This design comes from an exercise in tuning for small area on the open sky130 flow, not from production work. In this exercise RTL edits were held to simulation tests only and were not proved equivalent to the original.

==> design/flow/design.v <==
`timescale 1ns/1ps
module control (
    output [1:0] o_counter          ,
    output       o_count_max        ,
    output       o_count_half_or_max,
    output       o_count_max_rate1  ,
    output       o_save_fse_shifters,
    input        i_reset            , 
    input        clk       
);
  reg [1:0] r_counter          ;
  always @(posedge clk) begin: control
    if (i_reset==1'b1) begin
        r_counter <= 2'b10;
    end
    else begin
        if (r_counter<2'b11) begin
            r_counter <= r_counter + 2'b01;
        end
        else begin
            r_counter <= 2'b00;
        end
    end
  end
  assign o_counter           = r_counter                                           ;
  assign o_count_max         = (r_counter==2'b11) ? 1'b1 : 1'b0                    ;
  assign o_count_half_or_max = (r_counter==2'b00 || r_counter==2'b10) ? 1'b1 : 1'b0;
  assign o_count_max_rate1   = (r_counter==2'b10) ? 1'b1 : 1'b0                    ;
  assign o_save_fse_shifters = (r_counter==2'b11) ? 1'b1 : 1'b0                    ;
 endmodule
`timescale 1ns/1ps
module prbs9 #(
    parameter SEED = 9'h1FF 
)
(
    output o_new_bit, 
    input  i_ctrl   ,
    input  i_en     , 
    input  i_reset  , 
    input  clk       
);
  reg [8:0] shiftreg;
  always @(posedge clk) begin
    if (i_reset==1'b1 || i_en==1'b0) begin
        shiftreg <= SEED;
    end
    else begin
        if (i_ctrl==1'b1) begin
            shiftreg <= {shiftreg[7:0], shiftreg[8]^shiftreg[4]};
        end
        else begin
            shiftreg <= shiftreg;
        end
    end
  end
  assign o_new_bit = shiftreg[8];
endmodule
`timescale 1ns/1ps
module polyph_filter #(
    parameter FILE_COEFF = "",
    parameter NBT_COEF   = 8  ,
    parameter NBF_COEF   = 7  , 
    parameter NBT_OUT    = 8  ,
    parameter NBF_OUT    = 7  ,
    parameter NBAUD      = 5+1,
    parameter OS         = 4
)
(
    output signed [   NBT_OUT-1:0] o_os_data           , 
    input                          i_is_data           , 
    input         [$clog2(OS)-1:0] i_phase_num_of_coeff,
    input                          i_ctrl              ,
    input                          i_reset             , 
    input                          clk        
);
  localparam NBT_ADD = NBT_COEF+$clog2(NBAUD);
  localparam NBI_ADD = NBT_ADD - NBF_COEF    ;
  localparam NBI_OUT = NBT_OUT - NBF_OUT     ;
  localparam NB_SAT  = NBI_ADD - NBI_OUT     ; 
  reg         [     NBAUD:1] r_shifter               ; 
  reg  signed [NBT_COEF-1:0] r_coeff    [NBAUD*OS-1:0];
  wire signed [NBT_COEF-1:0] w_part_prod[     NBAUD:1];  
  reg  signed [ NBT_ADD-1:0] w_add                    ;
  initial begin
    $readmemb ("coeffs_txf.dat", r_coeff);    
  end   
  integer i;
  always @(posedge clk) begin:shiftRegister
    if (i_reset==1'b1) begin
        r_shifter <= {6'b0};
    end
    else begin
        if (i_ctrl==1'b1) begin
            for(i=1 ; i<=6 ; i=i+1) begin:shift
                if(i==1) begin
                    r_shifter[i] <= i_is_data;
                end
                else begin
                    r_shifter[i] <= r_shifter[i-1];
                end   
            end
        end
        else begin
            r_shifter <= r_shifter;
        end
    end
  end
  genvar j;
  generate
      for (j=1; j<=NBAUD ; j=j+1) begin
          assign w_part_prod[j] = (r_shifter[j] == 1'b1) 
                                   ? -r_coeff[(j-1)*OS + i_phase_num_of_coeff]
                                   :  r_coeff[(j-1)*OS + i_phase_num_of_coeff];
      end
  endgenerate
  integer k;
  always @(*) begin
    w_add = 0;
    for (k=1 ; k<=NBAUD ; k=k+1) begin
        w_add = w_add + w_part_prod[k];
    end
  end
  assign o_os_data  = ( ~|w_add[(NBT_ADD-1) -: NBI_ADD] || &w_add[(NBT_ADD-1) -: NBI_ADD])
                        ? w_add[(NBT_ADD-1)-NB_SAT -: NBT_OUT]
                        :( (w_add[NBT_ADD-1])
                           ? { 1'b1, {(NBT_OUT-1){1'b0}} }
                           : { 1'b0, {(NBT_OUT-1){1'b1}} } );
endmodule
`timescale 1 ns / 1 ps
module gng_coef (
    input [7:0] addr,              
    output [17:0] c0,              
    output [17:0] c1,              
    output [16:0] c2               
);
reg [52:0] d;     
always @ (*) begin
    case (addr)
        8'd0  : d = 53'b000010101100101001_100110111110001110_10100011110000000;
        8'd1  : d = 53'b000001111101000111_101001011111011001_01011111011110011;
        8'd2  : d = 53'b000001010001100100_101010111101101110_00110010101000000;
        8'd3  : d = 53'b000000101000010001_101011101111111001_00001111111010011;
        8'd4  : d = 53'b000100100110011110_101100101100100010_10101101110011100;
        8'd5  : d = 53'b000100000010100011_101111010111110111_01110101000001100;
        8'd6  : d = 53'b000011100011000111_110001001011101011_01010011011010011;
        8'd7  : d = 53'b000011000110110001_110010011110011100_00111101101011001;
        8'd8  : d = 53'b000110001000101110_101111110110101010_10100011001000110;
        8'd9  : d = 53'b000101101010111101_110010010111100001_01101111010111011;
        8'd10 : d = 53'b000101010001011010_110100000101110001_01010000111111000;
        8'd11 : d = 53'b000100111010110110_110101010110001001_00111101100100011;
        8'd12 : d = 53'b000111011100110110_110001111001100101_10010111001100011;
        8'd13 : d = 53'b000111000010111111_110100001110101001_01100111010010101;
        8'd14 : d = 53'b000110101101000010_110101110100111010_01001011010000101;
        8'd15 : d = 53'b000110011001110111_110110111111100110_00111001011001010;
        8'd16 : d = 53'b001000100111011000_110011010110100101_10001100100110110;
        8'd17 : d = 53'b001000010000010000_110101100001001100_01011111111010010;
        8'd18 : d = 53'b000111111100110010_110111000000001000_01000101110011111;
        8'd19 : d = 53'b000111101011110111_111000000101011011_00110101001101001;
        8'd20 : d = 53'b001001101010111000_110100011100101111_10000011100100011;
        8'd21 : d = 53'b001001010101110100_110110011110011100_01011001100101001;
        8'd22 : d = 53'b001001000100001010_110111110111000110_01000001000110100;
        8'd23 : d = 53'b001000110100111000_111000110111101101_00110001100011100;
        8'd24 : d = 53'b001010101000111110_110101010011111110_01111011110111110;
        8'd25 : d = 53'b001010010101100000_110111001110000100_01010100001100011;
        8'd26 : d = 53'b001010000101010000_111000100001011001_00111101000110010;
        8'd27 : d = 53'b001001110111001111_111001011110000001_00101110011100100;
        8'd28 : d = 53'b001011100010101101_110110000000110101_01110101010001000;
        8'd29 : d = 53'b001011010000100011_110111110100011001_01001111100101010;
        8'd30 : d = 53'b001011000001011011_111001000011001010_00111001101011010;
        8'd31 : d = 53'b001010110100011010_111001111100011001_00101011110010110;
        8'd32 : d = 53'b001100011000111001_110110100110001001_01101111100010101;
        8'd33 : d = 53'b001100000111110011_111000010100000101_01001011100110010;
        8'd34 : d = 53'b001011111001100110_111001011110111001_00110110101110100;
        8'd35 : d = 53'b001011101101011011_111010010101001100_00101001100000110;
        8'd36 : d = 53'b001101001100000100_110111000101110100_01101010100010001;
        8'd37 : d = 53'b001100111011111001_111000101110110010_01001000000111110;
        8'd38 : d = 53'b001100101110011110_111001110110001010_00110100001010001;
        8'd39 : d = 53'b001100100010111110_111010101001111011_00100111100001111;
        8'd40 : d = 53'b001101111100101100_110111100001000101_01100110000110111;
        8'd41 : d = 53'b001101101101010011_111001000101101101_01000101000011110;
        8'd42 : d = 53'b001101100000100011_111010001010000011_00110001111001101;
        8'd43 : d = 53'b001101010101101000_111010111011100011_00100101110010101;
        8'd44 : d = 53'b001110101011000101_110111111000111001_01100010001010110;
        8'd45 : d = 53'b001110011100011000_111001011001101000_01000010010101101;
        8'd46 : d = 53'b001110010000001101_111010011011010001_00101111111001101;
        8'd47 : d = 53'b001110000101110011_111011001010110011_00100100010000001;
        8'd48 : d = 53'b001111010111100001_111000001101111010_01011110101000100;
        8'd49 : d = 53'b001111001001011011_111001101011001001_00111111111001110;
        8'd50 : d = 53'b001110111101110000_111010101010011000_00101110000111001;
        8'd51 : d = 53'b001110110011110011_111011011000001000_00100010111000010;
        8'd52 : d = 53'b010000000010001111_111000100000100111_01011011011100010;
        8'd53 : d = 53'b001111110100101011_111001111010101101_00111101101101001;
        8'd54 : d = 53'b001111101001011101_111010110111110001_00101100100000001;
        8'd55 : d = 53'b001111011111111001_111011100011111010_00100001101001010;
        8'd56 : d = 53'b010000101011011010_111000110001011010_01011000100010101;
        8'd57 : d = 53'b010000011110010100_111010001000101001_00111011101101101;
        8'd58 : d = 53'b010000010011100000_111011000011101110_00101011000010110;
        8'd59 : d = 53'b010000001010010010_111011101110011011_00100000100001110;
        8'd60 : d = 53'b010001010011001011_111001000000100110_01010101111001000;
        8'd61 : d = 53'b010001000110100001_111010010101001110_00111001111001011;
        8'd62 : d = 53'b010000111100000101_111011001110100000_00101001101101110;
        8'd63 : d = 53'b010000110011001011_111011110111111001_00011111100000110;
        8'd64 : d = 53'b010001111001101011_111001001110011010_01010011011101011;
        8'd65 : d = 53'b010001101101011010_111010100000101000_00111000001110110;
        8'd66 : d = 53'b010001100011010011_111011011000010001_00101000011111111;
        8'd67 : d = 53'b010001011010101100_111100000000011100_00011110100101010;
        8'd68 : d = 53'b010010011111000010_111001011011000010_01010001001101111;
        8'd69 : d = 53'b010010010011001000_111010101011000011_00110110101100101;
        8'd70 : d = 53'b010010001001010100_111011100001001011_00100111011000011;
        8'd71 : d = 53'b010010000000111110_111100001000001111_00011101101110101;
        8'd72 : d = 53'b010011000011010100_111001100110101010_01001111001001001;
        8'd73 : d = 53'b010010110111110000_111010110100101000_00110101010001111;
        8'd74 : d = 53'b010010101110001110_111011101001010101_00100110010110010;
        8'd75 : d = 53'b010010100110000111_111100001111011000_00011100111100001;
        8'd76 : d = 53'b010011100110101001_111001110001011000_01001101001101110;
        8'd77 : d = 53'b010011011011011000_111010111101011100_00110011111101110;
        8'd78 : d = 53'b010011010010000110_111011110000110110_00100101011000111;
        8'd79 : d = 53'b010011001010001101_111100010101111100_00011100001101100;
        8'd80 : d = 53'b010100001001000100_111001111011010100_01001011011010110;
        8'd81 : d = 53'b010011111110000101_111011000101100111_00110010101111010;
        8'd82 : d = 53'b010011110101000010_111011110111110011_00100100011111111;
        8'd83 : d = 53'b010011101101010110_111100011100000001_00011011100010000;
        8'd84 : d = 53'b010100101010101001_111010000100100011_01001001101111010;
        8'd85 : d = 53'b010100011111111011_111011001101001100_00110001100110000;
        8'd86 : d = 53'b010100010111000110_111011111110010000_00100011101010101;
        8'd87 : d = 53'b010100001111100110_111100100001101001_00011010111001100;
        8'd88 : d = 53'b010101001011011100_111010001101001011_01001000001010100;
        8'd89 : d = 53'b010101000000111110_111011010100010000_00110000100001100;
        8'd90 : d = 53'b010100111000010110_111100000100010001_00100010111000110;
        8'd91 : d = 53'b010100110001000001_111100100110111000_00011010010011100;
        8'd92 : d = 53'b010101101011100000_111010010101001111_01000110101011110;
        8'd93 : d = 53'b010101100001010001_111011011010111000_00101111100001000;
        8'd94 : d = 53'b010101011000110110_111100001001111000_00100010001010000;
        8'd95 : d = 53'b010101010001101011_111100101011110001_00011001110000000;
        8'd96 : d = 53'b010110001010111001_111010011100110100_01000101010010101;
        8'd97 : d = 53'b010110000000110111_111011100001000100_00101110100100011;
        8'd98 : d = 53'b010101111000101000_111100001111001001_00100001011110000;
        8'd99 : d = 53'b010101110001100111_111100110000010110_00011001001110100;
        8'd100: d = 53'b010110101001101001_111010100011111100_01000011111110011;
        8'd101: d = 53'b010110011111110100_111011100110111001_00101101101011001;
        8'd102: d = 53'b010110010111101111_111100010100000101_00100000110100100;
        8'd103: d = 53'b010110010000111000_111100110100101001_00011000101111000;
        8'd104: d = 53'b010111000111110010_111010101010101010_01000010101110101;
        8'd105: d = 53'b010110111110001010_111011101100011001_00101100110101000;
        8'd106: d = 53'b010110110110001111_111100011000101111_00100000001101010;
        8'd107: d = 53'b010110101111100000_111100111000101100_00011000010001010;
        8'd108: d = 53'b010111100101010111_111010110001000000_01000001100011001;
        8'd109: d = 53'b010111011011111010_111011110001100101_00101100000001110;
        8'd110: d = 53'b010111010100001000_111100011101001000_00011111101000001;
        8'd111: d = 53'b010111001101100010_111100111100100000_00010111110101000;
        8'd112: d = 53'b011000000010011001_111010110111000001_01000000011011011;
        8'd113: d = 53'b010111111001000111_111011110110011111_00101011010001001;
        8'd114: d = 53'b010111110001011110_111100100001010011_00011111000100111;
        8'd115: d = 53'b010111101011000000_111101000000000111_00010111011010010;
        8'd116: d = 53'b011000011110111010_111010111100101110_00111111010111001;
        8'd117: d = 53'b011000010101110010_111011111011001001_00101010100010111;
        8'd118: d = 53'b011000001110010011_111100100101001111_00011110100011011;
        8'd119: d = 53'b011000000111111011_111101000011100010_00010111000000111;
        8'd120: d = 53'b011000111010111100_111011000010001010_00111110010110001;
        8'd121: d = 53'b011000110001111110_111011111111100100_00101001110110111;
        8'd122: d = 53'b011000101010100111_111100101000111110_00011110000011100;
        8'd123: d = 53'b011000100100010110_111101000110110010_00010110101000110;
        8'd124: d = 53'b011001010110100001_111011000111010100_00111101011000001;
        8'd125: d = 53'b011001001101101100_111100000011110001_00101001001100110;
        8'd126: d = 53'b011001000110011100_111100101100100010_00011101100101001;
        8'd127: d = 53'b011001000000010011_111101001001111000_00010110010001110;
        8'd128: d = 53'b011001110001101001_111011001100001111_00111100011100111;
        8'd129: d = 53'b011001101000111101_111100000111110010_00101000100100101;
        8'd130: d = 53'b011001100001110101_111100101111111011_00011101001000001;
        8'd131: d = 53'b011001011011110010_111101001100110100_00010101111011110;
        8'd132: d = 53'b011010001100010110_111011010000111100_00111011100100001;
        8'd133: d = 53'b011010000011110011_111100001011100111_00100111111110010;
        8'd134: d = 53'b011001111100110010_111100110011001001_00011100101100011;
        8'd135: d = 53'b011001110110110101_111101001111100111_00010101100110101;
        8'd136: d = 53'b011010100110101010_111011010101011011_00111010101101111;
        8'd137: d = 53'b011010011110001111_111100001111010001_00100111011001101;
        8'd138: d = 53'b011010010111010101_111100110110001111_00011100010001111;
        8'd139: d = 53'b011010010001011101_111101010010010010_00010101010010101;
        8'd140: d = 53'b011011000000100101_111011011001101110_00111001111001110;
        8'd141: d = 53'b011010111000010010_111100010010110001_00100110110110011;
        8'd142: d = 53'b011010110001011110_111100111001001100_00011011111000011;
        8'd143: d = 53'b011010101011101100_111101010100110110_00010100111111010;
        8'd144: d = 53'b011011011010001001_111011011101110110_00111001000111110;
        8'd145: d = 53'b011011010001111101_111100010110000111_00100110010100100;
        8'd146: d = 53'b011011001011001111_111100111100000001_00011011100000000;
        8'd147: d = 53'b011011000101100010_111101010111010011_00010100101100111;
        8'd148: d = 53'b011011110011010110_111011100001110011_00111000010111101;
        8'd149: d = 53'b011011101011010001_111100011001010101_00100101110100000;
        8'd150: d = 53'b011011100100101001_111100111110101111_00011011001000100;
        8'd151: d = 53'b011011011111000010_111101011001101010_00010100011011000;
        8'd152: d = 53'b011100001100001101_111011100101100111_00110111101001100;
        8'd153: d = 53'b011100000100001111_111100011100011011_00100101010100110;
        8'd154: d = 53'b011011111101101101_111101000001010110_00011010110001111;
        8'd155: d = 53'b011011111000001010_111101011011111010_00010100001010000;
        8'd156: d = 53'b011100100100110000_111011101001010001_00110110111100111;
        8'd157: d = 53'b011100011100111000_111100011111011001_00100100110110110;
        8'd158: d = 53'b011100010110011100_111101000011110110_00011010011100010;
        8'd159: d = 53'b011100010000111110_111101011110000101_00010011111001101;
        8'd160: d = 53'b011100111100111110_111011101100110010_00110110010010000;
        8'd161: d = 53'b011100110101001101_111100100010001111_00100100011001110;
        8'd162: d = 53'b011100101110110110_111101000110010000_00011010000111010;
        8'd163: d = 53'b011100101001011100_111101100000001010_00010011101001110;
        8'd164: d = 53'b011101010100111001_111011110000001011_00110101101000101;
        8'd165: d = 53'b011101001101001110_111100100101000000_00100011111101110;
        8'd166: d = 53'b011101000110111100_111101001000100101_00011001110011001;
        8'd167: d = 53'b011101000001100111_111101100010001010_00010011011010100;
        8'd168: d = 53'b011101101100100001_111011110011011100_00110101000000101;
        8'd169: d = 53'b011101100100111101_111100100111101001_00100011100010111;
        8'd170: d = 53'b011101011110101111_111101001010110100_00011001011111101;
        8'd171: d = 53'b011101011001011110_111101100100000110_00010011001011110;
        8'd172: d = 53'b011110000011111000_111011110110100110_00110100011010000;
        8'd173: d = 53'b011101111100011001_111100101010001101_00100011001000110;
        8'd174: d = 53'b011101110110010000_111101001100111110_00011001001100111;
        8'd175: d = 53'b011101110001000011_111101100101111110_00010010111101101;
        8'd176: d = 53'b011110011010111101_111011111001101001_00110011110100110;
        8'd177: d = 53'b011110010011100100_111100101100101011_00100010101111100;
        8'd178: d = 53'b011110001101011111_111101001111000011_00011000111010110;
        8'd179: d = 53'b011110001000010110_111101100111110001_00010010101111111;
        8'd180: d = 53'b011110110001110001_111011111100100101_00110011010000101;
        8'd181: d = 53'b011110101010011101_111100101111000100_00100010010111001;
        8'd182: d = 53'b011110100100011101_111101010001000100_00011000101001001;
        8'd183: d = 53'b011110011111011000_111101101001100000_00010010100010100;
        8'd184: d = 53'b011111001000010110_111011111111011011_00110010101101101;
        8'd185: d = 53'b011111000001000111_111100110001011000_00100001111111101;
        8'd186: d = 53'b011110111011001011_111101010011000000_00011000011000001;
        8'd187: d = 53'b011110110110001001_111101101011001100_00010010010101110;
        8'd188: d = 53'b011111011110101010_111100000010001100_00110010001011110;
        8'd189: d = 53'b011111010111100000_111100110011100111_00100001101000110;
        8'd190: d = 53'b011111010001101001_111101010100111001_00011000000111101;
        8'd191: d = 53'b011111001100101010_111101101100110100_00010010001001010;
        8'd192: d = 53'b011111110100101111_111100000100110111_00110001101011000;
        8'd193: d = 53'b011111101101101010_111100110101110010_00100001010010101;
        8'd194: d = 53'b011111100111110111_111101010110101101_00010111110111110;
        8'd195: d = 53'b011111100010111100_111101101110011001_00010001111101010;
        8'd196: d = 53'b100000001010100110_111100000111011101_00110001001011010;
        8'd197: d = 53'b100000000011100101_111100110111111000_00100000111101010;
        8'd198: d = 53'b011111111101110110_111101011000011110_00010111101000010;
        8'd199: d = 53'b011111111000111110_111101101111111010_00010001110001100;
        8'd200: d = 53'b100000100000001110_111100001001111101_00110000101100101;
        8'd201: d = 53'b100000011001010010_111100111001111010_00100000101000100;
        8'd202: d = 53'b100000010011100110_111101011010001100_00010111011001011;
        8'd203: d = 53'b100000001110110010_111101110001011001_00010001100110010;
        8'd204: d = 53'b100000110101101001_111100001100011001_00110000001111001;
        8'd205: d = 53'b100000101110110001_111100111011111000_00100000010100101;
        8'd206: d = 53'b100000101001001001_111101011011110110_00010111001011000;
        8'd207: d = 53'b100000100100011000_111101110010110101_00010001011011011;
        8'd208: d = 53'b100001001010110110_111100001110110000_00101111110011010;
        8'd209: d = 53'b100001000100000010_111100111101110011_00100000000001101;
        8'd210: d = 53'b100000111110011110_111101011101011101_00010110111101010;
        8'd211: d = 53'b100000111001101111_111101110100001110_00010001010001000;
        8'd212: d = 53'b100001011111110110_111100010001000010_00101111011001100;
        8'd213: d = 53'b100001011001000111_111100111111101001_00011111101111111;
        8'd214: d = 53'b100001010011100101_111101011111000001_00010110110000010;
        8'd215: d = 53'b100001001110111010_111101110101100100_00010001000111001;
        8'd216: d = 53'b100001110100101001_111100010011001110_00101111000011000;
        8'd217: d = 53'b100001101101111110_111101000001011100_00011111100000001;
        8'd218: d = 53'b100001101000100000_111101100000100010_00010110100100101;
        8'd219: d = 53'b100001100011110111_111101110110111000_00010000111110001;
        8'd220: d = 53'b100010001001010000_111100010101010100_00101110110010010;
        8'd221: d = 53'b100010000010101001_111101000011001010_00011111010011101;
        8'd222: d = 53'b100001111101001110_111101100001111111_00010110011011000;
        8'd223: d = 53'b100001111000101000_111101111000001001_00010000110110100;
        8'd224: d = 53'b100010011101101011_111100010111010010_00101110101100100;
        8'd225: d = 53'b100010010111000111_111101000100110010_00011111001101001;
        8'd226: d = 53'b100010010001110000_111101100011011000_00010110010101000;
        8'd227: d = 53'b100010001101001101_111101111001010110_00010000110001010;
        8'd228: d = 53'b100010110001111010_111100011001000101_00101110111011101;
        8'd229: d = 53'b100010101011011010_111101000110010011_00011111010010001;
        8'd230: d = 53'b100010100110000110_111101100100101100_00010110010110000;
        8'd231: d = 53'b100010100001100101_111101111010100000_00010000110000101;
        8'd232: d = 53'b100011000101111110_111100011010100111_00101111110100001;
        8'd233: d = 53'b100010111111100010_111101000111101011_00011111101101110;
        8'd234: d = 53'b100010111010010000_111101100101111001_00010110100100111;
        8'd235: d = 53'b100010110101110010_111101111011100101_00010000111001000;
        8'd236: d = 53'b100011011001110111_111100101000100000_00000000000000000;
        8'd237: d = 53'b100011010011011110_111101010001001010_00000000000000000;
        8'd238: d = 53'b100011001110010000_111101101100110110_00000000000000000;
        8'd239: d = 53'b100011001001110100_111110000000111011_00000000000000000;
        8'd240: d = 53'b100011101101100101_000000000000000000_00000000000000000;
        8'd241: d = 53'b100011100111010000_000000000000000000_00000000000000000;
        8'd242: d = 53'b100011100010000100_000000000000000000_00000000000000000;
        8'd243: d = 53'b100011011101101011_000000000000000000_00000000000000000;
        8'd244: d = 53'b100100100111110000_000000000000000000_00000000000000000;
        8'd245: d = 53'b100100010100100001_000000000000000000_00000000000000000;
        8'd246: d = 53'b100100000001001000_000000000000000000_00000000000000000;
        8'd247: d = 53'b100011110101101101_000000000000000000_00000000000000000;
        default: d = 53'd0;
    endcase
end
assign c0 = d[52:35];
assign c1 = d[34:17];
assign c2 = d[16:0];
endmodule
`timescale 1 ns / 1 ps
module gng_lzd (
    input [60:0] data_in,         
    output [5:0] data_out         
);
wire [63:0] d;
wire p1 [31:0];
wire [31:0] v1;
wire [1:0] p2 [15:0];
wire [15:0] v2;
wire [2:0] p3 [7:0];
wire [7:0] v3;
wire [3:0] p4 [3:0];
wire [3:0] v4;
wire [4:0] p5 [1:0];
wire [1:0] v5;
wire [5:0] p6;
assign d = {data_in, 3'b111};     
assign p1[0 ] = ~d[1 ];
assign p1[1 ] = ~d[3 ];
assign p1[2 ] = ~d[5 ];
assign p1[3 ] = ~d[7 ];
assign p1[4 ] = ~d[9 ];
assign p1[5 ] = ~d[11];
assign p1[6 ] = ~d[13];
assign p1[7 ] = ~d[15];
assign p1[8 ] = ~d[17];
assign p1[9 ] = ~d[19];
assign p1[10] = ~d[21];
assign p1[11] = ~d[23];
assign p1[12] = ~d[25];
assign p1[13] = ~d[27];
assign p1[14] = ~d[29];
assign p1[15] = ~d[31];
assign p1[16] = ~d[33];
assign p1[17] = ~d[35];
assign p1[18] = ~d[37];
assign p1[19] = ~d[39];
assign p1[20] = ~d[41];
assign p1[21] = ~d[43];
assign p1[22] = ~d[45];
assign p1[23] = ~d[47];
assign p1[24] = ~d[49];
assign p1[25] = ~d[51];
assign p1[26] = ~d[53];
assign p1[27] = ~d[55];
assign p1[28] = ~d[57];
assign p1[29] = ~d[59];
assign p1[30] = ~d[61];
assign p1[31] = ~d[63];
assign v1[0 ] = d[0 ] | d[1 ];
assign v1[1 ] = d[2 ] | d[3 ];
assign v1[2 ] = d[4 ] | d[5 ];
assign v1[3 ] = d[6 ] | d[7 ];
assign v1[4 ] = d[8 ] | d[9 ];
assign v1[5 ] = d[10] | d[11];
assign v1[6 ] = d[12] | d[13];
assign v1[7 ] = d[14] | d[15];
assign v1[8 ] = d[16] | d[17];
assign v1[9 ] = d[18] | d[19];
assign v1[10] = d[20] | d[21];
assign v1[11] = d[22] | d[23];
assign v1[12] = d[24] | d[25];
assign v1[13] = d[26] | d[27];
assign v1[14] = d[28] | d[29];
assign v1[15] = d[30] | d[31];
assign v1[16] = d[32] | d[33];
assign v1[17] = d[34] | d[35];
assign v1[18] = d[36] | d[37];
assign v1[19] = d[38] | d[39];
assign v1[20] = d[40] | d[41];
assign v1[21] = d[42] | d[43];
assign v1[22] = d[44] | d[45];
assign v1[23] = d[46] | d[47];
assign v1[24] = d[48] | d[49];
assign v1[25] = d[50] | d[51];
assign v1[26] = d[52] | d[53];
assign v1[27] = d[54] | d[55];
assign v1[28] = d[56] | d[57];
assign v1[29] = d[58] | d[59];
assign v1[30] = d[60] | d[61];
assign v1[31] = d[62] | d[63];
assign p2[0 ] = {~v1[1 ], (v1[1 ] ? p1[1 ] : p1[0 ])};
assign p2[1 ] = {~v1[3 ], (v1[3 ] ? p1[3 ] : p1[2 ])};
assign p2[2 ] = {~v1[5 ], (v1[5 ] ? p1[5 ] : p1[4 ])};
assign p2[3 ] = {~v1[7 ], (v1[7 ] ? p1[7 ] : p1[6 ])};
assign p2[4 ] = {~v1[9 ], (v1[9 ] ? p1[9 ] : p1[8 ])};
assign p2[5 ] = {~v1[11], (v1[11] ? p1[11] : p1[10])};
assign p2[6 ] = {~v1[13], (v1[13] ? p1[13] : p1[12])};
assign p2[7 ] = {~v1[15], (v1[15] ? p1[15] : p1[14])};
assign p2[8 ] = {~v1[17], (v1[17] ? p1[17] : p1[16])};
assign p2[9 ] = {~v1[19], (v1[19] ? p1[19] : p1[18])};
assign p2[10] = {~v1[21], (v1[21] ? p1[21] : p1[20])};
assign p2[11] = {~v1[23], (v1[23] ? p1[23] : p1[22])};
assign p2[12] = {~v1[25], (v1[25] ? p1[25] : p1[24])};
assign p2[13] = {~v1[27], (v1[27] ? p1[27] : p1[26])};
assign p2[14] = {~v1[29], (v1[29] ? p1[29] : p1[28])};
assign p2[15] = {~v1[31], (v1[31] ? p1[31] : p1[30])};
assign v2[0 ] = v1[1 ] | v1[0 ];
assign v2[1 ] = v1[3 ] | v1[2 ];
assign v2[2 ] = v1[5 ] | v1[4 ];
assign v2[3 ] = v1[7 ] | v1[6 ];
assign v2[4 ] = v1[9 ] | v1[8 ];
assign v2[5 ] = v1[11] | v1[10];
assign v2[6 ] = v1[13] | v1[12];
assign v2[7 ] = v1[15] | v1[14];
assign v2[8 ] = v1[17] | v1[16];
assign v2[9 ] = v1[19] | v1[18];
assign v2[10] = v1[21] | v1[20];
assign v2[11] = v1[23] | v1[22];
assign v2[12] = v1[25] | v1[24];
assign v2[13] = v1[27] | v1[26];
assign v2[14] = v1[29] | v1[28];
assign v2[15] = v1[31] | v1[30];
assign p3[0] = {~v2[1 ], (v2[1 ] ? p2[1 ] : p2[0 ])};
assign p3[1] = {~v2[3 ], (v2[3 ] ? p2[3 ] : p2[2 ])};
assign p3[2] = {~v2[5 ], (v2[5 ] ? p2[5 ] : p2[4 ])};
assign p3[3] = {~v2[7 ], (v2[7 ] ? p2[7 ] : p2[6 ])};
assign p3[4] = {~v2[9 ], (v2[9 ] ? p2[9 ] : p2[8 ])};
assign p3[5] = {~v2[11], (v2[11] ? p2[11] : p2[10])};
assign p3[6] = {~v2[13], (v2[13] ? p2[13] : p2[12])};
assign p3[7] = {~v2[15], (v2[15] ? p2[15] : p2[14])};
assign v3[0] = v2[1 ] | v2[0 ];
assign v3[1] = v2[3 ] | v2[2 ];
assign v3[2] = v2[5 ] | v2[4 ];
assign v3[3] = v2[7 ] | v2[6 ];
assign v3[4] = v2[9 ] | v2[8 ];
assign v3[5] = v2[11] | v2[10];
assign v3[6] = v2[13] | v2[12];
assign v3[7] = v2[15] | v2[14];
assign p4[0] = {~v3[1], (v3[1] ? p3[1] : p3[0])};
assign p4[1] = {~v3[3], (v3[3] ? p3[3] : p3[2])};
assign p4[2] = {~v3[5], (v3[5] ? p3[5] : p3[4])};
assign p4[3] = {~v3[7], (v3[7] ? p3[7] : p3[6])};
assign v4[0] = v3[1] | v3[0];
assign v4[1] = v3[3] | v3[2];
assign v4[2] = v3[5] | v3[4];
assign v4[3] = v3[7] | v3[6];
assign p5[0] = {~v4[1], (v4[1] ? p4[1] : p4[0])};
assign p5[1] = {~v4[3], (v4[3] ? p4[3] : p4[2])};
assign v5[0] = v4[1] | v4[0];
assign v5[1] = v4[3] | v4[2];
assign p6 = {~v5[1], (v5[1] ? p5[1] : p5[0])};
assign data_out = p6;
endmodule
`timescale 1 ns / 1 ps
module gng_ctg #(
    parameter INIT_Z1 = 64'd0,
    parameter INIT_Z2 = 64'd0,
    parameter INIT_Z3 = 64'd0
)
(
    input clk,                     
    input rstn,                    
    output [63:0] data_out         
);
reg [63:1] z1;
reg [63:6] z2;
reg [63:9] z3;
wire [63:0] f1, f2, f3;
wire [63:0] z1_next, z2_next, z3_next;
assign f1 = {z1[63:1], z1[58] ^ z1[63]};
assign f2 = {z2[63:6], z2[44:39] ^ z2[63:58]};
assign f3 = {z3[63:9], z3[39:31] ^ z3[63:55]};
assign z1_next = {f1[39:1], f1[58:34] ^ f1[63:39]};
assign z2_next = {f2[50:6], f2[44:26] ^ f2[63:45]};
assign z3_next = {f3[56:9], f3[39:24] ^ f3[63:48]};
always @ (posedge clk) begin
    if (~rstn) begin
        z1 <= INIT_Z1[63:1];
        z2 <= INIT_Z2[63:6];
        z3 <= INIT_Z3[63:9];
    end
    else begin
        z1 <= z1_next[63:1];
        z2 <= z2_next[63:6];
        z3 <= z3_next[63:9];
    end
end
assign data_out = f1 ^ f2 ^ f3;
endmodule
`timescale 1 ns / 1 ps
module gng_interp (
    input clk,                     
    input mask_en,                 
    input [63:0] data_in,          
    output reg signed [15:0] data_out     
);
wire [5:0] num_lzd;
wire [7:0] addr;
wire [17:0] c0;     
wire [17:0] c1;     
wire [16:0] c2;     
wire [14:0] x;      
wire [14:0] mask;
wire [14:0] xm;
wire [31:0] prod1;  
wire [37:0] sum1;   
reg  [3:0]  mpos_r;     
reg  [14:0] xm_r;
reg  [17:0] sum1_r;     
reg  [7:0]  addr_r;
reg         sign_r;
wire [33:0] mul1;   
wire signed [13:0] mul1_new;    
wire signed [18:0] sum2;        
wire [14:0] sum2_rnd;           
gng_lzd u_gng_lzd (
    .data_in(data_in[63:3]),
    .data_out(num_lzd)
);
assign addr = {num_lzd, data_in[1], data_in[2]};
assign x = {data_in[3], data_in[4], data_in[5], data_in[6], data_in[7],
            data_in[8], data_in[9], data_in[10], data_in[11], data_in[12],
            data_in[13], data_in[14], data_in[15], data_in[16], data_in[17]};
always @ (posedge clk) begin
    if (!mask_en || num_lzd < 6'd46 || num_lzd > 6'd60)
        mpos_r <= 4'd15;
    else
        mpos_r <= num_lzd[3:0] + 4'd2;     
end
genvar g;
generate
    for (g = 0; g < 15; g = g + 1) begin : gen_mask
        assign mask[g] = (mpos_r != g);
    end
endgenerate
assign xm = x & mask;
gng_coef u_gng_coef_1 (
    .addr(addr),
    .c0(),
    .c1(c1),
    .c2(c2)
);
assign prod1 = xm * c2;
assign sum1 = $signed({c1, 19'd0}) + $signed({6'd0, prod1});
always @ (posedge clk) begin
    xm_r   <= xm;
    sum1_r <= sum1[37:20];
    addr_r <= addr;
    sign_r <= data_in[0];
end
gng_coef u_gng_coef_0 (
    .addr(addr_r),
    .c0(c0),
    .c1(),
    .c2()
);
assign mul1 = $signed({1'b0, xm_r}) * $signed(sum1_r);
assign mul1_new = mul1[32:19];
assign sum2 = $signed({1'b0, c0}) + mul1_new;
assign sum2_rnd = sum2[17:3] + sum2[2];
always @ (posedge clk) begin
    if (sign_r)
        data_out <= {1'b1, ~sum2_rnd} + 1'b1;
    else
        data_out <= {1'b0, sum2_rnd};
end
endmodule
`timescale 1 ns / 1 ps
module gng #(
    parameter INIT_Z1 = 64'd0,
    parameter INIT_Z2 = 64'd0,
    parameter INIT_Z3 = 64'd0
)
(
    input i_clock,                 
    input i_reset,                 
    input mask_en,                 
    output signed [15:0] data_out  
);
wire [63:0] data_out_ctg;
gng_ctg #(
    .INIT_Z1(INIT_Z1),
    .INIT_Z2(INIT_Z2),
    .INIT_Z3(INIT_Z3)
) u_gng_ctg (
    .clk(i_clock),
    .rstn(i_reset),
    .data_out(data_out_ctg)
);
gng_interp u_gng_interp (
    .clk(i_clock),
    .mask_en(mask_en),
    .data_in(data_out_ctg),
    .data_out(data_out)
);
endmodule
`timescale 1 ns / 1 ps
module gng_top #(
    parameter Z1_I      = 64'd0,  
    parameter Z2_I      = 64'd0,
    parameter Z3_I      = 64'd0,
    parameter Z1_Q      = 64'd0,  
    parameter Z2_Q      = 64'd0,
    parameter Z3_Q      = 64'd0,
    parameter NBT_SIGMA =  8,  
    parameter NBF_SIGMA =  7,  
    parameter NBT_NOISE =  8,  
    parameter NBF_NOISE =  7   
)
(
    output signed [NBT_NOISE-1 : 0] o_noise_I,  
    output signed [NBT_NOISE-1 : 0] o_noise_Q,  
    input  signed [          7 : 0] i_sigma,
    input                           i_reset,    
    input                           clk         
);
  localparam NBT_DATA_GNG   = 16                             ;
  localparam NBF_DATA_GNG   = 11                             ;
  localparam NBT_NOISE_FRES = NBT_DATA_GNG + NBT_SIGMA       ;
  localparam NBF_NOISE_FRES = NBF_DATA_GNG + NBF_SIGMA       ;
  localparam NBI_NOISE_FRES = NBT_NOISE_FRES - NBF_NOISE_FRES;
  localparam NBI_NOISE      = NBT_NOISE - NBF_NOISE          ;
  localparam NB_SAT         = NBI_NOISE_FRES - NBI_NOISE     ;
  reg         [3:0]                r_cnt;
  wire                             w_valid;
  wire signed [NBT_DATA_GNG-1 : 0] w_gng_Q      ;  
  wire signed [NBT_DATA_GNG-1 : 0] w_gng_I      ;  
  wire signed [NBT_NOISE_FRES-1:0] w_noise_fres_I, w_noise_fres_Q;
  always @(posedge clk) begin
    if (!i_reset)
      r_cnt <= 4'd0;
    else if (r_cnt != 4'd11)
      r_cnt <= r_cnt + 4'd1;
  end
  assign w_valid = (r_cnt == 4'd11);
  gng#(
    .INIT_Z1(Z1_I),
    .INIT_Z2(Z2_I),
    .INIT_Z3(Z3_I)
  ) u_gng_I (
      .i_clock   (clk            ),
      .i_reset   (i_reset        ),
      .mask_en   (r_cnt > 4'd8   ),
      .data_out  (w_gng_I        )
  );
  gng#(
    .INIT_Z1(Z1_Q),
    .INIT_Z2(Z2_Q),
    .INIT_Z3(Z3_Q)
  ) u_gng_Q (
      .i_clock   (clk            ),
      .i_reset   (i_reset        ),
      .mask_en   (r_cnt > 4'd8   ),
      .data_out  (w_gng_Q        )
  );
  assign w_noise_fres_I = w_gng_I * i_sigma;  
  assign w_noise_fres_Q = w_gng_Q * i_sigma;  
  assign o_noise_I = ( w_valid==1'b1 )
                       ? ( ~|w_noise_fres_I[NBT_NOISE_FRES-1 -: NBI_NOISE_FRES] || &w_noise_fres_I[NBT_NOISE_FRES-1 -: NBI_NOISE_FRES] )
                           ? w_noise_fres_I[(NBT_NOISE_FRES-1)-NB_SAT -: NBT_NOISE]
                           : ( ( w_noise_fres_I[NBT_NOISE_FRES-1]==1'b1 )
                                 ? {1'b1, {NBT_NOISE-1{1'b0}}}
                                 : {1'b0, {NBT_NOISE-1{1'b1}}} )
                       : {NBT_NOISE{1'b0}};
  assign o_noise_Q = ( w_valid==1'b1 )
                       ? ( ~|w_noise_fres_Q[NBT_NOISE_FRES-1 -: NBI_NOISE_FRES] || &w_noise_fres_Q[NBT_NOISE_FRES-1 -: NBI_NOISE_FRES] )
                           ? w_noise_fres_Q[(NBT_NOISE_FRES-1)-NB_SAT -: NBT_NOISE]
                           : ( ( w_noise_fres_Q[NBT_NOISE_FRES-1]==1'b1 )
                                 ? {1'b1, {NBT_NOISE-1{1'b0}}}
                                 : {1'b0, {NBT_NOISE-1{1'b1}}} )
                       : {NBT_NOISE{1'b0}};
endmodule
`timescale 1ns/1ps
module fir_filter_multi
#(
    parameter NUM_COEFF    = 17,
    parameter NBT_IN       =  8,
    parameter NBF_IN       =  7,
    parameter NBT_COEFF    =  8,
    parameter NBF_COEFF    =  7,
    parameter NBT_OUT      =  8,
    parameter NBF_OUT      =  7
)
(
    output reg signed [NBT_OUT-1:0] o_os_data ,
    input             [        1:0] i_sel_taps,
    input      signed [ NBT_IN-1:0] i_is_data ,
    input                           i_reset   ,
    input                           clk
);
  localparam NDLY = 3;                   
  localparam NSH  = NUM_COEFF + NDLY;
  localparam NBT_SUM = 16;
  reg  signed [NBT_IN-1:0]  r_shifter [0:NSH-1];
  wire signed [NBT_IN-1:0]  x         [0:NUM_COEFF-1];
  reg  signed [NBT_SUM-1:0] w_sum;
  wire signed [NBT_SUM-1:0] w_sum_12M, w_sum_10M, w_sum_imp;
  wire signed [NBT_OUT-1:0] w_sat;
  integer i;
  always @(posedge clk) begin
    if (i_reset==1'b1) begin
        for (i=0 ; i<NSH ; i=i+1)
            r_shifter[i] <= {NBT_IN{1'b0}};
    end
    else begin
        r_shifter[0] <= i_is_data;
        for (i=1 ; i<NSH ; i=i+1)
            r_shifter[i] <= r_shifter[i-1];
    end
  end
  genvar k;
  generate
    for (k=0; k<NUM_COEFF; k=k+1) begin : gen_x
      assign x[k] = r_shifter[k+NDLY];
    end
  endgenerate
  assign w_sum_12M =   x[0]        - 3*x[2]    - 5*x[3]  - 4*x[4]
                     + 2*x[5]      + 14*x[6]   + 27*x[7] + 34*x[8]
                     + 33*x[9]     + 23*x[10]  + 10*x[11] - x[12]
                     - 5*x[13]     - 5*x[14]   - 2*x[15] + x[16];
  assign w_sum_10M = - 2*(x[0] + x[15]) - 4*(x[1] + x[14]) - 4*(x[2] + x[13])
                     -   (x[3] + x[12]) + 6*(x[4] + x[11]) + 15*(x[5] + x[10])
                     + 23*(x[6] + x[9]) + 29*(x[7] + x[8]);
  assign w_sum_imp = 127*x[8];
  always @(*) begin
    case (i_sel_taps)
      2'b01:   w_sum = w_sum_imp;
      2'b10:   w_sum = w_sum_10M;
      default: w_sum = w_sum_12M;
    endcase
  end
  assign w_sat = (w_sum[NBT_SUM-1] == w_sum[NBT_SUM-2])
                   ? w_sum[NBT_SUM-2 -: NBT_OUT]
                   : ( (w_sum[NBT_SUM-1])
                       ? { 1'b1, {(NBT_OUT-1){1'b0}} }
                       : { 1'b0, {(NBT_OUT-1){1'b1}} } );
  always @(posedge clk) begin
    if (i_reset==1'b1)
        o_os_data <= {NBT_OUT{1'b0}};
    else
        o_os_data <= w_sat;
  end
endmodule
`timescale 1ns/1ps
module qpsk_chan_emu (
  output signed [7:0] o_nsig_I     ,
  output signed [7:0] o_nsig_Q     ,
  output signed [7:0] o_ch_I       ,
  output signed [7:0] o_ch_Q       ,
  input         [1:0] i_sel_ch_taps,
  input  signed [7:0] i_sigma      ,
  input               i_reset      ,
  input               clk
);
  wire              w_reset;
  wire [1:0]        w_control_phase_select;
  wire              w_control_poly_filt;
  wire              w_control_for_rate_2;
  wire              w_control_for_rate_1;
  wire              w_save_fse_shifters;
  wire              w_tx_prbsI_bit_to_tx_filtI;
  wire              w_tx_prbsQ_bit_to_tx_filtQ;
  wire signed [7:0] w_tx_filtI_to_noiseI;
  wire signed [7:0] w_tx_filtQ_to_noiseQ;
  wire signed [7:0] w_noiseI_to_add;
  wire signed [7:0] w_noiseQ_to_add;
  wire signed [7:0] w_ch_nsigI_to_chfiltI;
  wire signed [7:0] w_ch_nsigQ_to_chfiltQ;
  reg         [1:0] r_sel_taps [0:3];
  assign w_reset = ~i_reset;
  control
    u_control (
      .o_counter          (w_control_phase_select),
      .o_count_max        (w_control_poly_filt   ),
      .o_count_half_or_max(w_control_for_rate_2  ),
      .o_count_max_rate1  (w_control_for_rate_1  ),
      .o_save_fse_shifters(w_save_fse_shifters   ),
      .i_reset            (w_reset               ),
      .clk                (clk                   )
    );
  prbs9 #(.SEED(9'h1AA)) u_tx_prbs9_I (
    .o_new_bit(w_tx_prbsI_bit_to_tx_filtI),
    .i_ctrl   (w_control_for_rate_1      ),
    .i_en     (1'b1                      ),
    .i_reset  (w_reset                   ),
    .clk      (clk                       )
  );
  prbs9 #(.SEED(9'h1FE)) u_tx_prbs9_Q (
    .o_new_bit(w_tx_prbsQ_bit_to_tx_filtQ),
    .i_ctrl   (w_control_for_rate_1      ),
    .i_en     (1'b1                      ),
    .i_reset  (w_reset                   ),
    .clk      (clk                       )
  );
  polyph_filter #(
    .NBT_COEF(8), .NBF_COEF(7), .NBT_OUT(8), .NBF_OUT(7), .NBAUD(6), .OS(4)
  ) u_tx_filter_I (
    .o_os_data           (w_tx_filtI_to_noiseI      ),
    .i_is_data           (w_tx_prbsI_bit_to_tx_filtI),
    .i_phase_num_of_coeff(w_control_phase_select    ),
    .i_ctrl              (w_control_poly_filt       ),
    .i_reset             (w_reset                   ),
    .clk                 (clk                       )
  );
  polyph_filter #(
    .NBT_COEF(8), .NBF_COEF(7), .NBT_OUT(8), .NBF_OUT(7), .NBAUD(6), .OS(4)
  ) u_tx_filter_Q (
    .o_os_data           (w_tx_filtQ_to_noiseQ      ),
    .i_is_data           (w_tx_prbsQ_bit_to_tx_filtQ),
    .i_phase_num_of_coeff(w_control_phase_select    ),
    .i_ctrl              (w_control_poly_filt       ),
    .i_reset             (w_reset                   ),
    .clk                 (clk                       )
  );
  gng_top #(
    .Z1_I(64'hfffa0000003e0000),
    .Z2_I(64'hd8000000004fffc0),
    .Z3_I(64'h0012bfffffa57e00),
    .Z1_Q(64'hfff60000007c0000),
    .Z2_Q(64'hb0000000009fffc0),
    .Z3_Q(64'h00257fffffcafe00),
    .NBT_SIGMA(8), .NBF_SIGMA(7), .NBT_NOISE(8), .NBF_NOISE(7)
  ) u_ch_gng_top (
    .o_noise_I(w_noiseI_to_add),
    .o_noise_Q(w_noiseQ_to_add),
    .i_sigma  (i_sigma        ),
    .i_reset  (i_reset        ),
    .clk      (clk            )
  );
  assign w_ch_nsigI_to_chfiltI = w_tx_filtI_to_noiseI + w_noiseI_to_add;
  assign w_ch_nsigQ_to_chfiltQ = w_tx_filtQ_to_noiseQ + w_noiseQ_to_add;
  integer n;
  always @(posedge clk) begin
    r_sel_taps[0] <= i_sel_ch_taps;
    for (n=1; n<4; n=n+1)
      r_sel_taps[n] <= r_sel_taps[n-1];
  end
  fir_filter_multi #(
    .NUM_COEFF(17), .NBT_IN(8), .NBF_IN(7), .NBT_COEFF(8), .NBF_COEFF(7),
    .NBT_OUT(8), .NBF_OUT(7)
  ) u_ch_filt_I (
    .o_os_data (o_ch_I               ),
    .i_sel_taps(r_sel_taps[3]        ),
    .i_is_data (w_ch_nsigI_to_chfiltI),
    .i_reset   (w_reset              ),
    .clk       (clk                  )
  );
  fir_filter_multi #(
    .NUM_COEFF(17), .NBT_IN(8), .NBF_IN(7), .NBT_COEFF(8), .NBF_COEFF(7),
    .NBT_OUT(8), .NBF_OUT(7)
  ) u_ch_filt_Q (
    .o_os_data (o_ch_Q               ),
    .i_sel_taps(r_sel_taps[3]        ),
    .i_is_data (w_ch_nsigQ_to_chfiltQ),
    .i_reset   (w_reset              ),
    .clk       (clk                  )
  );
  assign o_nsig_I = w_ch_nsigI_to_chfiltI;
  assign o_nsig_Q = w_ch_nsigQ_to_chfiltQ;
endmodule
==> design/flow/coeffs_txf.dat <==
11111111
00000000
00000001
00000000
11111101
11111010
11111100
00000101
00010010
00011111
00100100
00011111
00010010
00000101
11111100
11111010
11111101
00000000
00000001
00000000
11111111
00000000
00000000
00000000
==> design/flow/run.sh <==
#!/bin/bash
# synth_recipe.tcl (not shown) runs the flow's synth.tcl, then flattens the netlist and writes it again
# the make line also repeats each setting of config.mk as NAME=value (left out here)
make -C /OpenROAD-flow-scripts/flow DESIGN_CONFIG=/design/flow/config.mk WORK_HOME=/design/flow/orfs CLKGATE_MAP_FILE= SYNTH_SCRIPT=/design/flow/synth_recipe.tcl finish
==> design/flow/config.mk <==
export PLATFORM = sky130hd
export DESIGN_NAME = qpsk_chan_emu
export DESIGN_NICKNAME = qpsk_chan_emu
export VERILOG_FILES = /design/flow/design.v
export SDC_FILE = /design/flow/constraint.sdc
export NUM_CORES = 4
export LEC_CHECK = 0
export CAP_MARGIN = 20
export CORE_MARGIN = 2
export CORE_UTILIZATION = 35
export PLACE_DENSITY = 0.5
export SLEW_MARGIN = 20
export SYNTH_MEMORY_MAX_BITS = 16384
==> design/flow/constraint.sdc <==
create_clock -name core_clock -period 20.0 [get_ports {clk}]
set_input_delay 4.0000 -clock core_clock [delete_from_list [all_inputs] [get_ports {clk}]]
set_output_delay 4.0000 -clock core_clock [all_outputs]
set_load 0.01 [all_outputs]
==> flow_summary_export.csv <==
group,metric,value,unit
clocking,clkSlewWorstSetupHoldPaths,0.06,ns
global_route,grt-ovfl-total,0,
setup_path,worstSetupEndpointType,"output pin",
die,coreArea,0.389,mm2
timing,layout_worst_path_cycle_share,91.6,%
synthesis,netlist_instances,15801,
synthesis,syn-mean-instance-area,8.66,um2
clocking,clk_path_buf_depth,4,
flow_run,maxCapViolCount,0,
timing,fin_skew,0.0615,ns
run_status,status,"timing/DRC/antenna clean",
synthesis,ys_seq_area_share,12.8,%
placed_design,post-place-ws,1.67,ns
global_route,grt_pass1_wl,935000,um
route,postRouteAntennaNets,0,
setup_path,crit_path_frequent_cell,"a21oi_1",
clocking,htree_levels,3,
final_layout,multi_input_area,0.107,mm2
timing,fin_ws,1.68,ns
setup_path,path_max_fanout,22,
clocking,tritoncts,"yes",
synthesis,yosysUniqueCellTypes,103,
placed_design,dp_hpwl,499000,um
clocking,cts_root_buf,"clkbuf_16",
timing,slew_viol_final,0,
synthesis,synth_area,0.137,mm2
synthesis,syn-num-nets,19130,
final_layout,area_delta_synth_final,9.02,%
global_route,groute.usage.overall,32.9,%
final_layout,fin_area,0.149,mm2
setup_path,cp.arrival,14.32,ns
synthesis,yosysTopAreaCell,"fa_1",
timing,whs,0.326,ns
route,num_vias,119233,
timing,hold_violations,0,
route,drcViolationCount,0,
clocking,cts_sinks,876,
timing,max_freq,0.0546,GHz
synthesis,synth_seq_cells,876,
synthesis,synth_flop_cell,"dfxtp_1",
global_route,grt_pass1_vias,121825,
setup_path,cp-start-kind,"input pin",
synthesis,async_flop_share,0,%
setup_path,worstSetupPathType,"in2out",
synthesis,ys_warn_count,15,
die,die_area,0.396,mm2
final_layout,finish.net_count,18986,
timing,fin_crit,18.32,ns
timing,finalSetupTns,0,ns
clocking,holdBufCountCts,0,
setup_path,slowest_stage,"clkdlybuf4s50_1",
timing,rsz0062_at_grt,"no",
synthesis,synth_top_area_share,28.8,%
route,drtIter0Drc,11644,
placed_design,postPlaceCellArea,0.145,mm2
final_layout,fill_cells,40433,
setup_path,max_stage_delay,1.09,ns
global_route,grt_start_max_net_pins,167,
final_layout,regArea,0.0175,mm2
timing,tightest_slew,1.37,ns
final_layout,fin_util,38.4,%
die,num_io_pins,44,
global_route,antenna_found_initial,74,
final_layout,layout_commonest_cell,"inv_1",
placed_design,place.port_buffers,43,
synthesis,synth.area.top_cells,"fa_1 (29%), dfxtp_1 (13%), ha_1 (12%)",
route,firstDrtPassIters,7,
timing,finalSetupViolCount,0,
final_layout,drive_gt1_share,5.63,%
route,wire_per_inst,31.2,um
clocking,cts_made_buffers,116,
final_layout,layout_common_cells,"inv_1 (2557), fa_1 (1968), ha_1 (1345)",
timing,relSlewSlack,8.08,%
setup_path,required,16.00,ns
route,viasPerCell,5.68,
clocking,ctsResizeCount,0,
die,die_h,629,um
die,die_w,629,um
synthesis,synth-edff-count,0,
die,row_count,229,
placed_design,gp_congestion,1.11,
hold_path,hold_path_class,"reg2reg",
clocking,cts_setup_buffers,0,
clocking,clock_latency,0.94,ns
die,initial_core_util,35.2,%
route,wirelength,656000,um
-- cell families after synthesis --
group	after synthesis	share of synthesized area (%)
adders and majority gates	3318	41.1
xor gates and xnor gates	920	7.17
buffers and inverters	3362	9.26
AOI/OAI and AO/OA	3142	14.8
DFF	876	12.8
muxes	63	0.475
and+or+nand+nor	4120	14.3
-- layout make-up --
cell class / instances / area share, %
well taps: 5197 / 4.36
clock buffers: 147 / 2.14
multi-input cells: 11563 / 71.8
clock inverters: 67 / 0.479
diodes: 53 / 0.0889
flip-flops and latches: 876 / 11.8
inverters: 2577 / 6.50
repair buffers: 523 / 2.85
-- critical path: cells and delay by family --
kind / cells / cell delay (ns)
AOI/OAI and AO/OA: 18 / 3.89
and+or+nand+nor: 3 / 1.04
adders and majority gates: 6 / 2.55
buffers and inverters: 5 / 1.91
xor gates and xnor gates: 2 / 0.88
-- metal layers --
layer / GRT usage [%] / up-vias / wire [um]
li1: - / 51409 / -
met1: 42.0 / 59694 / 269000
met2: 48.9 / 6047 / 278000
met3: 9.96 / 2043 / 61900
met4: 19.2 / 40 / 46300
met5: 0 / - / 268
-- final timing paths --
path / slack [ns] / cells after the start / startpoint / to
hold reg to reg: 0.33 / 0 / r_sel_taps[2][0]$_DFF_P_ / r_sel_taps[3][0]$_DFF_P_
setup / recovery: 1.68 / 34 / i_sigma[1] / o_nsig_I[7]
setup reg to reg: 2.89 / 58 / u_ch_gng_top.u_gng_Q.u_gng_ctg.z3[61]$_SDFF_PN0_ / u_ch_gng_top.u_gng_Q.u_gng_interp.sum1_r[15]$_DFF_P_
hold / removal: 0.33 / 0 / r_sel_taps[2][0]$_DFF_P_ / r_sel_taps[3][0]$_DFF_P_
-- flip-flops by register name (all words and copies together), names as in the netlist, 16 cells and up --
signal and count:
u_ch_filt_I.r_shifter 160, u_ch_filt_Q.r_shifter 160, u_ch_gng_top.u_gng_I.u_gng_ctg.z1 63, u_ch_gng_top.u_gng_I.u_gng_ctg.z2 58, u_ch_gng_top.u_gng_I.u_gng_ctg.z3 55, u_ch_gng_top.u_gng_I.u_gng_interp.data_out 16, u_ch_gng_top.u_gng_I.u_gng_interp.sum1_r 18, u_ch_gng_top.u_gng_I.u_gng_interp.u_gng_coef_0.d 18
u_ch_gng_top.u_gng_Q.u_gng_ctg.z1 63, u_ch_gng_top.u_gng_Q.u_gng_ctg.z2 58, u_ch_gng_top.u_gng_Q.u_gng_ctg.z3 55, u_ch_gng_top.u_gng_Q.u_gng_interp.data_out 16, u_ch_gng_top.u_gng_Q.u_gng_interp.sum1_r 18, u_ch_gng_top.u_gng_Q.u_gng_interp.u_gng_coef_0.d 18
-- stage by stage --
stage / std cells
floorplan: 15801
global placement: 20729
detailed placement: 20729
CTS: 20943
global route: 20958
finish: 21003
-- synth_stat cells (all sizes together) (21+ instances only) --
| cell | count |
|---|---|
| o32ai | 31 |
| xor3 | 42 |
| o221ai | 79 |
| xnor3 | 82 |
| a2111oi | 24 |
| a32oi | 21 |
| a221oi | 76 |
| a22oi | 27 |
| o211ai | 176 |
| nand4 | 49 |
| inv | 2565 |
| a31oi | 198 |
| o22ai | 92 |
| o21ai | 684 |
| a21oi | 851 |
| xnor2 | 599 |
| nor2 | 1012 |
| nand2b | 235 |
| mux2i | 47 |
| o21bai | 139 |
| fa | 1968 |
| a311oi | 65 |
| o2111ai | 37 |
| a211oi | 109 |
| ha | 1349 |
| and2 | 821 |
| xor2 | 197 |
| nor2b | 79 |
| or2 | 39 |
| nand2 | 1323 |
| buf | 119 |
| o311ai | 75 |
| nand3 | 193 |
| o21a | 42 |
| nor3 | 199 |
| nor4 | 38 |
| clkbuf | 666 |
| and3 | 37 |
| dfxtp | 876 |
| or3 | 33 |
| o31ai | 58 |
| a21o | 183 |

[static timing again, ports no longer ideal]
The results above use ideal ports. As a check the final layout listed here was re-extracted and re-timed, cells and wires unchanged. Step 1: set_driving_cell puts a clkbuf_16 on clk and a buf_2 on each other input, an assumption about the parent block. Step 2, shift: input delay + t, output delay - t, t = (earliest + latest rising clock arrival at the registers) / 2. This alone moves slack from input paths to output paths. Three values: ideal ports, drivers, drivers and shift; two values: the first two.
t, ns: 1.021
slack for setup (ns): 1.680 / 1.640 / 1.640
worst data-port slew with drivers (ns): 0.06
After both steps setup and hold are still met in this run. For this run, drivers alone change the setup slack by -0.040 ns; drivers and shift together by -0.040 ns.
